What follows belongs to an exercise in optimizing a design on an open flow for a short achievable clock period and few clock cycles; a production flow would make more cautious choices. Function was checked by simulation only, so behaviour that the tests miss may differ from the original. Power is estimated from default activity; no workload was simulated.

`design/flow/config.mk`:
```
export PLATFORM = sky130hd
export DESIGN_NAME = CPU
export DESIGN_NICKNAME = CPU
export VERILOG_FILES = /design/flow/design.v
export SDC_FILE = /design/flow/constraint.sdc
export NUM_CORES = 4
export LEC_CHECK = 0
export ABC_CLOCK_PERIOD_IN_PS = 3000
export CAP_MARGIN = 20
export CORE_MARGIN = 2
export CORE_UTILIZATION = 40
export SETUP_SLACK_MARGIN = 4.0
export SLEW_MARGIN = 20
```
`design/flow/constraint.sdc`:
```
create_clock -name core_clock -period 8.5 [get_ports {clk}]
set_input_delay 1.7000 -clock core_clock [delete_from_list [all_inputs] [get_ports {clk}]]
set_output_delay 1.7000 -clock core_clock [all_outputs]
set_load 0.01 [all_outputs]
```
`design/flow/design.v`:
```
module PC(
    input clk,rst,
    input [31:0]Next_PC,
    output reg [31:0]PC
    );
    always @(posedge clk, posedge rst) 
    begin
        if(rst) 
            PC <= 0;
        else 
            PC <= Next_PC;
    end
endmodule
`timescale 1ns / 1ps
module ADD
    #(parameter Width = 32)(
    input [Width-1:0] a,b,
    output [Width-1:0] sum
    );
    assign sum = a + b;
endmodule
module MUX_2_1
#(parameter Width = 32)(
input [Width-1:0] a,
input [Width-1:0] b,
input sel,
output reg [Width-1:0] out
);
always @(*)
begin
    case(sel)
        0:out = a;
        1:out = b;
    endcase        
end
endmodule
module MUX_3_1
#(parameter Width = 32)(
input [Width-1:0] a,
input [Width-1:0] b,
input [Width-1:0] c,
input [1:0] sel,
output reg [Width-1:0] out
);
always @(*)
begin
    case(sel)
        2'b00:out=a;
        2'b01:out=b;
        2'b10:out=c;
        default:out=0;   
    endcase        
end
endmodule
module Control(
    input   wire [6:0] opcode,
    output  reg jal,
    output  reg Branch,
    output  reg [1:0] Imm_gen,
    output  reg [1:0] RegScr,
    output  reg [1:0] ALUop,
    output  reg MemWrite,
    output  reg ALUSrc,
    output  reg RegWrite
    );
     always @(*) begin
        case(opcode)
            7'b0110011:          
            begin   
                jal      = 0;
                Branch   = 0;
                Imm_gen  = 2'b00; 
                RegScr   = 2'b00;
                ALUop    = 2'b10;
                MemWrite = 0;
                ALUSrc   = 0;
                RegWrite = 1;
            end
            7'b0010011:          
            begin   
                jal      = 0;
                Branch   = 0;
                Imm_gen  = 2'b00; 
                RegScr   = 2'b00;
                ALUop    = 2'b10;
                MemWrite = 0;
                ALUSrc   = 1;
                RegWrite = 1;
            end
            7'b0000011:          
            begin
                jal      = 0;
                Branch   = 0;
                Imm_gen  = 2'b00; 
                RegScr   = 2'b01;
                ALUop    = 2'b00;
                MemWrite = 0;
                ALUSrc   = 1;
                RegWrite = 1;
            end
            7'b0100011:          
            begin   
                jal      = 0;
                Branch   = 0;
                Imm_gen  = 2'b01; 
                RegScr   = 2'b00;
                ALUop    = 2'b00;
                MemWrite = 1;
                ALUSrc   = 1;
                RegWrite = 0;
            end
            7'b1100011:          
            begin   
                jal      = 0;
                Branch   = 1;
                Imm_gen  = 2'b10; 
                RegScr   = 2'b00;
                ALUop    = 2'b01;
                MemWrite = 0;
                ALUSrc   = 0;
                RegWrite = 0;
            end
            7'b1101111:          
            begin   
                jal      = 1;
                Branch   = 1;
                Imm_gen  = 2'b11; 
                RegScr   = 2'b10;
                ALUop    = 2'b00;
                MemWrite = 0;
                ALUSrc   = 0;
                RegWrite = 1;
            end
            default: begin 
                jal      = 0;
                Branch   = 0;
                Imm_gen  = 2'b00; 
                RegScr   = 2'b00;
                ALUop    = 2'b00;
                MemWrite = 0;
                ALUSrc   = 0;
                RegWrite = 0;  
            end
        endcase
    end
endmodule
`timescale 1ns / 1ps
module ALU_Control(
    input [1:0] ALUop,
    input [6:0] func7,
    input [2:0] func3,
    output reg [2:0] ALU_ctl_input
    );
      always @(*) 
    begin
        case (ALUop)
            2'b01: ALU_ctl_input=3'd1;
            default: ALU_ctl_input=3'd0;
        endcase   
    end
endmodule
module  ALU
    #(parameter WIDTH = 32)(
    input [WIDTH -1: 0]  a, b,
    input [2:0] s,
    output reg[WIDTH -1: 0] y,
    output zf
    );
    localparam ADD=3'd0,SUB=3'd1;
    reg tempt;
    always @(*)
    begin
        case(s)
            ADD:{tempt,y} =a + b;
            SUB:{tempt,y} =a - b;
            default:{tempt,y}=0;
        endcase
    end
    assign zf = ~|y;
endmodule
module ImmGen (
    input [1:0] Imm_gen,
    input [31:0] instruct,
    output reg [31:0]Imm
);
    always @(*) begin
        case(Imm_gen)
            2'b00:   
            begin     
                Imm[11:0] = instruct[31:20];
                if(instruct[31] == 1)
                     Imm[31:12] = 20'hfffff;
                else Imm[31:12] = 20'h00000;
            end
            2'b01:  
            begin   
                Imm[11:5] = instruct[31:25];
                Imm[4:0]  = instruct[11:7];
                if(instruct[31] == 1)
                     Imm[31:12] = 20'hfffff;
                else Imm[31:12] = 20'h00000;
            end
            2'b10:  
            begin   
                Imm[11]   = instruct[31];
                Imm[9:4]  = instruct[30:25];
                Imm[3:0]  = instruct[11:8];
                Imm[10]   = instruct[7];
                if(instruct[31] == 1)
                    Imm[31:12] = 19'h7ffff;
                else 
                    Imm[31:12] = 19'h00000;
            end
            2'b11:  
            begin   
                Imm[19]     = instruct[31];
                Imm[9:0]    = instruct[30:21];
                Imm[10]     = instruct[20];
                Imm[18:11]  = instruct[19:12];
                if(instruct[31] == 1)
                    Imm[31:20] = 11'h7ff;
                else 
                    Imm[31:20] = 11'h000;
            end
            default: 
            begin   
                Imm[31:0] = 32'd0;
            end
        endcase
    end
endmodule
module RF(
    input wire clk,
    input wire wea, web,
    input wire [4:0] waa, wab,
    input wire [31:0] wda, wdb,
    input wire [4:0] ra1, ra2, ra3, ra4, rad,
    output wire [31:0] rd1, rd2, rd3, rd4, rdd
    );
    reg [31:0] regfile[1:31];
    assign  rd1 = (ra1 == 5'd0) ? 32'd0 : regfile[ra1];
    assign  rd2 = (ra2 == 5'd0) ? 32'd0 : regfile[ra2];
    assign  rd3 = (ra3 == 5'd0) ? 32'd0 : regfile[ra3];
    assign  rd4 = (ra4 == 5'd0) ? 32'd0 : regfile[ra4];
    assign  rdd = (rad == 5'd0) ? 32'd0 : regfile[rad];
    integer i;
    always @ (posedge clk)
    begin
        for (i = 1; i < 32; i = i + 1) begin
            if (wea && waa == i)
                regfile[i] <= wda;
            else if (web && wab == i)
                regfile[i] <= wdb;
        end
    end
endmodule
module  CPU(
  	input clk,
  	input rst,
  	output [31:0] pc,           	 
  	input [31:0] instr,         	 
  	output [7:0] dmem_addr,     	 
  	output [31:0] dmem_wdata,   	 
  	output dmem_we,             	 
  	input [31:0] dmem_rdata,    	 
  	output [7:0] io_addr,      	 
  	output [31:0] io_dout,     	 
  	output io_we,              	 
  	input [31:0] io_din,    	 
  	input [7:0] m_rf_addr,   	 
  	output [31:0] rf_data    	 
);
	localparam IW = 4;                
	localparam NI = 1 << IW;
	reg [31:0] pc_r;
	reg        a_ld, a_st, a_wr, b_wr;
	reg [4:0]  a_rd, b_rd;
	reg [31:0] a_a, a_b, a_sd, b_a, b_b;
	reg [31:0]     ic_data [0:NI-1];
	reg [7-IW:0]   ic_tag  [0:NI-1];
	reg [NI-1:0]   ic_val;
	wire [31:0] a_sum = a_a + a_b;
	wire [31:0] b_sum = b_a + b_b;
	wire [31:0] a_ldv = a_sum[10] ? io_din : dmem_rdata;
	wire [31:0] a_res = a_ld ? a_ldv : a_sum;
	assign dmem_addr  = a_sum[9:2];
	assign dmem_wdata = a_sd;
	assign dmem_we    = a_st & ~a_sum[10];
	assign io_addr    = a_sum[7:0];
	assign io_dout    = a_sd;
	assign io_we      = a_st & a_sum[10];
	assign pc = pc_r;
	wire [31:0] i0 = instr;
	wire [7:0]    w1  = pc_r[9:2] + 8'd1;           
	wire [IW-1:0] x1  = w1[IW-1:0];
	wire          hit = ic_val[x1] & (ic_tag[x1] == w1[7:IW]);
	wire [31:0]   i1  = ic_data[x1];
	wire [6:0] op0 = i0[6:0], op1 = i1[6:0];
	wire [4:0] s10 = i0[19:15], s20 = i0[24:20], d0 = i0[11:7];
	wire [4:0] s11 = i1[19:15], s21 = i1[24:20], d1 = i1[11:7];
	wire add0 = (op0 == 7'b0110011), add1 = (op1 == 7'b0110011);
	wire adi0 = (op0 == 7'b0010011), adi1 = (op1 == 7'b0010011);
	wire lw0  = (op0 == 7'b0000011), lw1  = (op1 == 7'b0000011);
	wire sw0  = (op0 == 7'b0100011), sw1  = (op1 == 7'b0100011);
	wire beq0 = (op0 == 7'b1100011), beq1 = (op1 == 7'b1100011);
	wire jal0 = (op0 == 7'b1101111), jal1 = (op1 == 7'b1101111);
	wire wr0 = (add0 | adi0 | lw0 | jal0) & (d0 != 5'd0);
	wire wr1 = (add1 | adi1 | lw1 | jal1) & (d1 != 5'd0);
	wire mem0 = lw0 | sw0, mem1 = lw1 | sw1;
	wire u11 = add1 | adi1 | lw1 | sw1 | beq1;       
	wire u21 = add1 | sw1 | beq1;                    
	wire [31:0] f10, f20, f11, f21;
	RF MY_RF(
        .clk(clk),
        .wea(a_wr), .waa(a_rd), .wda(a_res),
        .web(b_wr), .wab(b_rd), .wdb(b_sum),
        .ra1(s10), .ra2(s20), .ra3(s11), .ra4(s21),
        .rad(m_rf_addr[4:0]),
        .rd1(f10), .rd2(f20), .rd3(f11), .rd4(f21),
        .rdd(rf_data)
    );
	wire [31:0] r10 = (a_wr & (a_rd == s10)) ? a_res : (b_wr & (b_rd == s10)) ? b_sum : f10;
	wire [31:0] r20 = (a_wr & (a_rd == s20)) ? a_res : (b_wr & (b_rd == s20)) ? b_sum : f20;
	wire [31:0] r11 = (a_wr & (a_rd == s11)) ? a_res : (b_wr & (b_rd == s11)) ? b_sum : f11;
	wire [31:0] r21 = (a_wr & (a_rd == s21)) ? a_res : (b_wr & (b_rd == s21)) ? b_sum : f21;
	wire [31:0] immI0 = {{20{i0[31]}}, i0[31:20]};
	wire [31:0] immS0 = {{20{i0[31]}}, i0[31:25], i0[11:7]};
	wire [31:0] immB0 = {{20{i0[31]}}, i0[7], i0[30:25], i0[11:8], 1'b0};
	wire [31:0] immJ0 = {{12{i0[31]}}, i0[19:12], i0[20], i0[30:21], 1'b0};
	wire [31:0] immI1 = {{20{i1[31]}}, i1[31:20]};
	wire [31:0] immS1 = {{20{i1[31]}}, i1[31:25], i1[11:7]};
	wire [31:0] immB1 = {{20{i1[31]}}, i1[7], i1[30:25], i1[11:8], 1'b0};
	wire [31:0] immJ1 = {{12{i1[31]}}, i1[19:12], i1[20], i1[30:21], 1'b0};
	wire [31:0] pc4  = pc_r + 32'd4;
	wire [31:0] pc8  = pc_r + 32'd8;
	wire [31:0] tgt0 = pc_r + (jal0 ? immJ0 : immB0);
	wire [31:0] tgt1 = pc4  + (jal1 ? immJ1 : immB1);
	wire tk0 = jal0 | (beq0 & (r10 == r20));
	wire tk1 = jal1 | (beq1 & (r11 == r21));
	wire raw = wr0 & ((u11 & (s11 == d0)) | (u21 & (s21 == d0)));
	wire waw = wr0 & wr1 & (d0 == d1);
	wire can1 = hit & ~raw & ~waw & ~(mem0 & mem1);
	wire iss1 = can1 & ~tk0;
	wire [31:0] next_pc = tk0 ? tgt0 : ~can1 ? pc4 : tk1 ? tgt1 : pc8;
	wire [31:0] ea0 = jal0 ? pc4 : r10;
	wire [31:0] eb0 = add0 ? r20 : sw0 ? immS0 : jal0 ? 32'd0 : immI0;
	wire [31:0] ea1 = jal1 ? pc8 : r11;
	wire [31:0] eb1 = add1 ? r21 : sw1 ? immS1 : jal1 ? 32'd0 : immI1;
	wire a_is1 = mem1 & ~mem0;
	always @(posedge clk, posedge rst) begin
		if (rst) begin
			pc_r   <= 32'd0;
			a_ld   <= 1'b0;
			a_st   <= 1'b0;
			a_wr   <= 1'b0;
			b_wr   <= 1'b0;
			ic_val <= {NI{1'b0}};
		end else begin
			pc_r <= next_pc;
			a_ld <= a_is1 ? (lw1 & iss1) : lw0;
			a_st <= a_is1 ? (sw1 & iss1) : sw0;
			a_wr <= a_is1 ? (wr1 & iss1) : wr0;
			b_wr <= a_is1 ? wr0 : (wr1 & iss1);
			ic_val[pc_r[IW+1:2]] <= 1'b1;
		end
	end
	always @(posedge clk) begin
		a_rd <= a_is1 ? d1  : d0;
		a_a  <= a_is1 ? ea1 : ea0;
		a_b  <= a_is1 ? eb1 : eb0;
		a_sd <= a_is1 ? r21 : r20;
		b_rd <= a_is1 ? d0  : d1;
		b_a  <= a_is1 ? ea0 : ea1;
		b_b  <= a_is1 ? eb0 : eb1;
		ic_data[pc_r[IW+1:2]] <= instr;
		ic_tag[pc_r[IW+1:2]]  <= pc_r[9:IW+2];
	end
endmodule
```
`design/flow/run.sh`:
```
#!/bin/bash
# synth_recipe.tcl (not shown) runs the flow's synth.tcl, then flattens the netlist and writes it again
# the make line also repeats each setting of config.mk as NAME=value (left out here)
make -C /OpenROAD-flow-scripts/flow DESIGN_CONFIG=/design/flow/config.mk WORK_HOME=/design/flow/orfs CLKGATE_MAP_FILE= SYNTH_SCRIPT=/design/flow/synth_recipe.tcl finish
```
==> flow_metrics.tcl, run 1 <==
set metrics [dict create \
    synth_warnings 35 \
    status "aborted with a tool error" \
    grt_pass1_vias 162000 \
    stop_stage "global routing (5_1_grt)" \
    synth_flop_cell "edfxtp_1" \
    portBuffers 247 \
    yosysSeqAreaShare_pct 44.4 \
    stop_error "[ERROR GRT-0116] Global routing finished with congestion. Check the congestion regions in the DRC Viewer." \
    ys_seq_elements 1789 \
    die_height_um 544 \
    dpl.cell_count 16500 \
    synth_cells 12300 \
    syn_area_um2 117000 \
    root_buffer "clkbuf_16" \
    rows 198 \
    synthArstFlopShare_pct 2.85 \
    grt_pass1_wl_um 1780000 \
    grt_max_degree 91 \
    chipWidth_um 544 \
    synth_top_area_share_pct 40.4 \
    grt-ovfl-total 3745 \
    track_usage_pct 88.7 \
    htree_levels 4 \
    synth.distinct_cells 114 \
    syn_nets 12600 \
    cts_sinks 1789 \
    yosysTopAreaCell "edfxtp_1" \
    cts_buffer_depth 4 \
    start_util_pct 40.1 \
    numCtsBuffers 206 \
    gp_congestion 1.29 \
    synth_edf_count 1568 \
    ios 252 \
    dpl_cell_area_um2 132000 \
    dp_hpwl_um 782000 \
    yosys-top-cells-area "edfxtp_1 (40%), a22oi_1 (8.7%), nand2_1 (5.0%), o21ai_0 (4.5%), a21oi_1 (3.3%)" \
    avgSynthCellArea_um2 9.45 \
]
[metrics by stage]
step / setup slack, ns / total power, W / utilization [%] / TNS, ns
global placement: -0.341 / 0.0954 / 45.4 / -10.31
CTS: 1.19 / 0.113 / 49.1 / 0
floorplan: -0.408 / 0.0507 / - / -0.604
detailed placement: -0.482 / 0.0971 / 45.4 / -11.84
[timing repair]
item / CTS
hold buffers: 0
setup endpoints to repair: 905
pin swaps: 112
buffers inserted: 215
resized for setup: 325
cloned: 9
[cell families after synthesis]
logic type,synth area share [%]
buffers and inverters,4.57
multiplexers,5.75
AO/OA/AOI/OAI,26.1
flip-flops,44.4
other,0.00322
XOR/XNOR,1.95
AND/OR/NAND/NOR,15.7
adder cells (fa/ha/maj),1.46
[how the worst min path moves through the flow]
| stage | end | slack [ns] |
|---|---|---|
| after floorplan | ic_val[11]$_DFF_PP0_ | 0.42 |
| after CTS | ic_val[1]$_DFF_PP0_ | 0.52 |
| after detailed placement | ic_val[1]$_DFF_PP0_ | 0.48 |
| after global placement | ic_val[11]$_DFF_PP0_ | 0.43 |
[power groups by stage]
stage               registers, W  clock network, W  logic [W]
detailed placement        0.0147                 0     0.0823
global placement          0.0146                 0     0.0809
floorplan                 0.0144                 0     0.0364
CTS                       0.0146           0.00945     0.0888
[synthesized netlist by cell type (all sizes together), types with 242 or more instances]
| cell | instances |
|---|---|
| clkbuf | 900 |
| o21ai | 1081 |
| buf | 305 |
| a21oi | 761 |
| nand2 | 1547 |
| nand3 | 355 |
| nor3 | 254 |
| nand4 | 348 |
| a22oi | 1348 |
| and3 | 242 |
| edfxtp | 1568 |
| a22o | 251 |
| nor2 | 780 |
[metal layers]
layer / global-route usage [%] / overflow
met5: 70.8 / 47
met4: 83.9 / 987
met3: 81.9 / 374
met2: 97.1 / 1970
met1: 89.4 / 367
Testbench counts, summed over its fixed seeds: cycles 76,709.
==> inputs of run 2 (changes only) <==
--- a/design/flow/design.v
+++ b/design/flow/design.v
@@ -235,14 +235,20 @@
     input wire [4:0] waa, wab,
     input wire [31:0] wda, wdb,
     input wire [4:0] ra1, ra2, ra3, ra4, rad,
-    output wire [31:0] rd1, rd2, rd3, rd4, rdd
+    output wire [31:0] rd1, rd2, rd3, rd4,
+    output reg [31:0] rdd
     );
     reg [31:0] regfile[1:31];
     assign  rd1 = (ra1 == 5'd0) ? 32'd0 : regfile[ra1];
     assign  rd2 = (ra2 == 5'd0) ? 32'd0 : regfile[ra2];
     assign  rd3 = (ra3 == 5'd0) ? 32'd0 : regfile[ra3];
     assign  rd4 = (ra4 == 5'd0) ? 32'd0 : regfile[ra4];
-    assign  rdd = (rad == 5'd0) ? 32'd0 : regfile[rad];
+    integer j;
+    always @(*) begin
+        rdd = 32'd0;
+        for (j = 1; j < 32; j = j + 1)
+            rdd = rdd | ({32{rad == j}} & regfile[j]);
+    end
     integer i;
     always @ (posedge clk)
     begin
@@ -273,9 +279,10 @@
 	localparam IW = 4;                
 	localparam NI = 1 << IW;
 	reg [31:0] pc_r;
-	reg        a_ld, a_st, a_wr, b_wr;
+	reg        a_ld, a_st, a_wr, a_br, b_wr, b_br;
+	reg        a_y;                   
 	reg [4:0]  a_rd, b_rd;
-	reg [31:0] a_a, a_b, a_sd, b_a, b_b;
+	reg [31:0] a_a, a_b, a_sd, b_a, b_b, a_t, b_t;
 	reg [31:0]     ic_data [0:NI-1];
 	reg [7-IW:0]   ic_tag  [0:NI-1];
 	reg [NI-1:0]   ic_val;
@@ -283,12 +290,18 @@
 	wire [31:0] b_sum = b_a + b_b;
 	wire [31:0] a_ldv = a_sum[10] ? io_din : dmem_rdata;
 	wire [31:0] a_res = a_ld ? a_ldv : a_sum;
+	wire a_tk = a_br & (a_a == a_b);
+	wire b_tk = b_br & (b_a == b_b);
+	wire a_kill = a_y & b_tk;         
+	wire b_kill = ~a_y & a_tk;        
+	wire redir = a_tk | (b_tk & ~b_kill);
+	wire [31:0] redir_pc = a_tk ? a_t : b_t;
 	assign dmem_addr  = a_sum[9:2];
 	assign dmem_wdata = a_sd;
-	assign dmem_we    = a_st & ~a_sum[10];
+	assign dmem_we    = a_st & ~a_kill & ~a_sum[10];
 	assign io_addr    = a_sum[7:0];
 	assign io_dout    = a_sd;
-	assign io_we      = a_st & a_sum[10];
+	assign io_we      = a_st & ~a_kill & a_sum[10];
 	assign pc = pc_r;
 	wire [31:0] i0 = instr;
 	wire [7:0]    w1  = pc_r[9:2] + 8'd1;           
@@ -309,11 +322,13 @@
 	wire mem0 = lw0 | sw0, mem1 = lw1 | sw1;
 	wire u11 = add1 | adi1 | lw1 | sw1 | beq1;       
 	wire u21 = add1 | sw1 | beq1;                    
+	wire a_wb = a_wr & ~a_kill;
+	wire b_wb = b_wr & ~b_kill;
 	wire [31:0] f10, f20, f11, f21;
 	RF MY_RF(
         .clk(clk),
-        .wea(a_wr), .waa(a_rd), .wda(a_res),
-        .web(b_wr), .wab(b_rd), .wdb(b_sum),
+        .wea(a_wb), .waa(a_rd), .wda(a_res),
+        .web(b_wb), .wab(b_rd), .wdb(b_sum),
         .ra1(s10), .ra2(s20), .ra3(s11), .ra4(s21),
         .rad(m_rf_addr[4:0]),
         .rd1(f10), .rd2(f20), .rd3(f11), .rd4(f21),
@@ -335,43 +350,49 @@
 	wire [31:0] pc8  = pc_r + 32'd8;
 	wire [31:0] tgt0 = pc_r + (jal0 ? immJ0 : immB0);
 	wire [31:0] tgt1 = pc4  + (jal1 ? immJ1 : immB1);
-	wire tk0 = jal0 | (beq0 & (r10 == r20));
-	wire tk1 = jal1 | (beq1 & (r11 == r21));
 	wire raw = wr0 & ((u11 & (s11 == d0)) | (u21 & (s21 == d0)));
 	wire waw = wr0 & wr1 & (d0 == d1);
-	wire can1 = hit & ~raw & ~waw & ~(mem0 & mem1);
-	wire iss1 = can1 & ~tk0;
-	wire [31:0] next_pc = tk0 ? tgt0 : ~can1 ? pc4 : tk1 ? tgt1 : pc8;
+	wire iss1 = hit & ~raw & ~waw & ~(mem0 & mem1) & ~jal0;
+	wire [31:0] next_pc = redir ? redir_pc : jal0 ? tgt0 : ~iss1 ? pc4 : jal1 ? tgt1 : pc8;
 	wire [31:0] ea0 = jal0 ? pc4 : r10;
-	wire [31:0] eb0 = add0 ? r20 : sw0 ? immS0 : jal0 ? 32'd0 : immI0;
+	wire [31:0] eb0 = (add0 | beq0) ? r20 : sw0 ? immS0 : jal0 ? 32'd0 : immI0;
 	wire [31:0] ea1 = jal1 ? pc8 : r11;
-	wire [31:0] eb1 = add1 ? r21 : sw1 ? immS1 : jal1 ? 32'd0 : immI1;
+	wire [31:0] eb1 = (add1 | beq1) ? r21 : sw1 ? immS1 : jal1 ? 32'd0 : immI1;
 	wire a_is1 = mem1 & ~mem0;
+	wire v0 = ~redir;
+	wire v1 = ~redir & iss1;
 	always @(posedge clk, posedge rst) begin
 		if (rst) begin
 			pc_r   <= 32'd0;
 			a_ld   <= 1'b0;
 			a_st   <= 1'b0;
 			a_wr   <= 1'b0;
+			a_br   <= 1'b0;
 			b_wr   <= 1'b0;
+			b_br   <= 1'b0;
 			ic_val <= {NI{1'b0}};
 		end else begin
 			pc_r <= next_pc;
-			a_ld <= a_is1 ? (lw1 & iss1) : lw0;
-			a_st <= a_is1 ? (sw1 & iss1) : sw0;
-			a_wr <= a_is1 ? (wr1 & iss1) : wr0;
-			b_wr <= a_is1 ? wr0 : (wr1 & iss1);
+			a_ld <= a_is1 ? (lw1 & v1)  : (lw0 & v0);
+			a_st <= a_is1 ? (sw1 & v1)  : (sw0 & v0);
+			a_wr <= a_is1 ? (wr1 & v1)  : (wr0 & v0);
+			a_br <= a_is1 ? 1'b0        : (beq0 & v0);
+			b_wr <= a_is1 ? (wr0 & v0)  : (wr1 & v1);
+			b_br <= a_is1 ? (beq0 & v0) : (beq1 & v1);
 			ic_val[pc_r[IW+1:2]] <= 1'b1;
 		end
 	end
 	always @(posedge clk) begin
+		a_y  <= a_is1;
 		a_rd <= a_is1 ? d1  : d0;
 		a_a  <= a_is1 ? ea1 : ea0;
 		a_b  <= a_is1 ? eb1 : eb0;
 		a_sd <= a_is1 ? r21 : r20;
+		a_t  <= a_is1 ? tgt1 : tgt0;
 		b_rd <= a_is1 ? d0  : d1;
 		b_a  <= a_is1 ? ea0 : ea1;
 		b_b  <= a_is1 ? eb0 : eb1;
+		b_t  <= a_is1 ? tgt0 : tgt1;
 		ic_data[pc_r[IW+1:2]] <= instr;
 		ic_tag[pc_r[IW+1:2]]  <= pc_r[9:IW+2];
 	end
==> run 2 against run 1 <==
Against the previous run:
- the flow again stops in global routing (5_1_grt)
- synthesized area shrank 1.4%
- synthesized cell count shrank 4.2%
==> flow_metrics.tcl, run 2 <==
set metrics [dict create \
    status "aborted with a tool error" \
    stop_stage "global routing (5_1_grt)" \
    stop_error "[ERROR GRT-0116] Global routing finished with congestion. Check the congestion regions in the DRC Viewer." \
    synth_flop_cell "edfxtp_1" \
    rows 196 \
    ys_top_cells_by_count "edfxtp_1 (1,568), a22oi_1 (1,503), nand2_1 (1,386)" \
    yosysTopAreaCell "edfxtp_1" \
    syn_area_um2 115000 \
    grt-ovfl-total 6064 \
    yosys-top-cells-area "edfxtp_1 (41%), a22oi_1 (9.8%), o21ai_0 (5.0%), nand2_1 (4.5%), dfxtp_1 (4.1%)" \
    synthArstFlopShare_pct 2.91 \
    die_height_um 540 \
    syn_nets 12100 \
    chipWidth_um 540 \
    yosysMostFrequentCell "edfxtp_1" \
    grt_max_degree 66 \
    yosysSeqAreaShare_pct 46.2 \
    hold_buffers 0 \
    synth_warnings 35 \
    cts_buffer_depth 4 \
    start_util_pct 40.3 \
    ys_seq_elements 1856 \
    grt_pass1_vias 164000 \
    synth_edf_count 1568 \
    synth.distinct_cells 99 \
    cts_sinks 1856 \
    dpl.cell_count 15600 \
    synth_cells 11800 \
    root_buffer "clkbuf_16" \
    dp_hpwl_um 742000 \
    portBuffers 248 \
    ios 252 \
    numCtsBuffers 215 \
    gp_congestion 1.22 \
    grt_pass1_wl_um 1770000 \
    htree_levels 4 \
    track_usage_pct 89.4 \
    dpl_cell_area_um2 129000 \
    avgSynthCellArea_um2 9.72 \
    synth_top_area_share_pct 41.0 \
]
[run 2: cell count changes after synthesis, sizes merged, moves of 54 or more]
cell / previous run / this run
and3: 242 / 96
a2111oi: 77 / 23
nor2: 780 / 670
nand2: 1547 / 1387
a221oi: 236 / 318
o21ai: 1081 / 1155
dfxtp: 170 / 234
a21oi: 761 / 574
a22oi: 1348 / 1503
nor3: 254 / 198
[run 2: metal layers]
metal	GRT usage (%)	overflow
met1	89.5	669
met2	98.8	3042
met3	81.0	694
met4	87.8	1567
met5	66.2	92
[run 2: repair_timing]
| action | 4_1_cts |
|---|---|
| pin swaps | 679 |
| resized for setup | 2153 |
| endpoints found under the setup margin | 2304 |
| endpoints found under the hold margin | 0 |
| setup buffers | 913 |
| cloned | 51 |
[run 2: cells by family after synthesis]
logic type	after synthesis	synth area share, %
compound gates	4604	27.5
xor+xnor	236	1.81
fa+ha+maj	134	1.49
buf+inv	1254	4.52
flops	1856	46.2
mux	369	4.93
simple gates	3362	13.6
[run 2: power groups by stage]
stage,Combinational [W],Sequential (W),Clock (W)
2_1_floorplan,0.0316,0.0150,0
3_3_place_gp,0.0700,0.0152,0
3_5_place_dp,0.0715,0.0154,0
4_1_cts,0.0919,0.0153,0.00993
[run 2: how the worst max path moves through the flow]
stage | to | slack (ns) | cells after the start
floorplan | pc_r[23]$_DFF_PP0_ | 2.36 | 35
global placement | b_b[30]$_DFF_P_ | 1.07 | 18
detailed placement | b_b[30]$_DFF_P_ | 0.82 | 17
CTS | pc_r[23]$_DFF_PP0_ | 2.86 | 28
[run 2: stage by stage]
step	worst slack (ns)	utilization [%]	total power [W]
after floorplan	2.36	-	0.0465
after global placement	1.07	45.1	0.0853
after detailed placement	0.818	45.2	0.0869
after CTS	2.86	54.2	0.117
Testbench counts of run 2, summed over its fixed seeds: cycles 81,517.
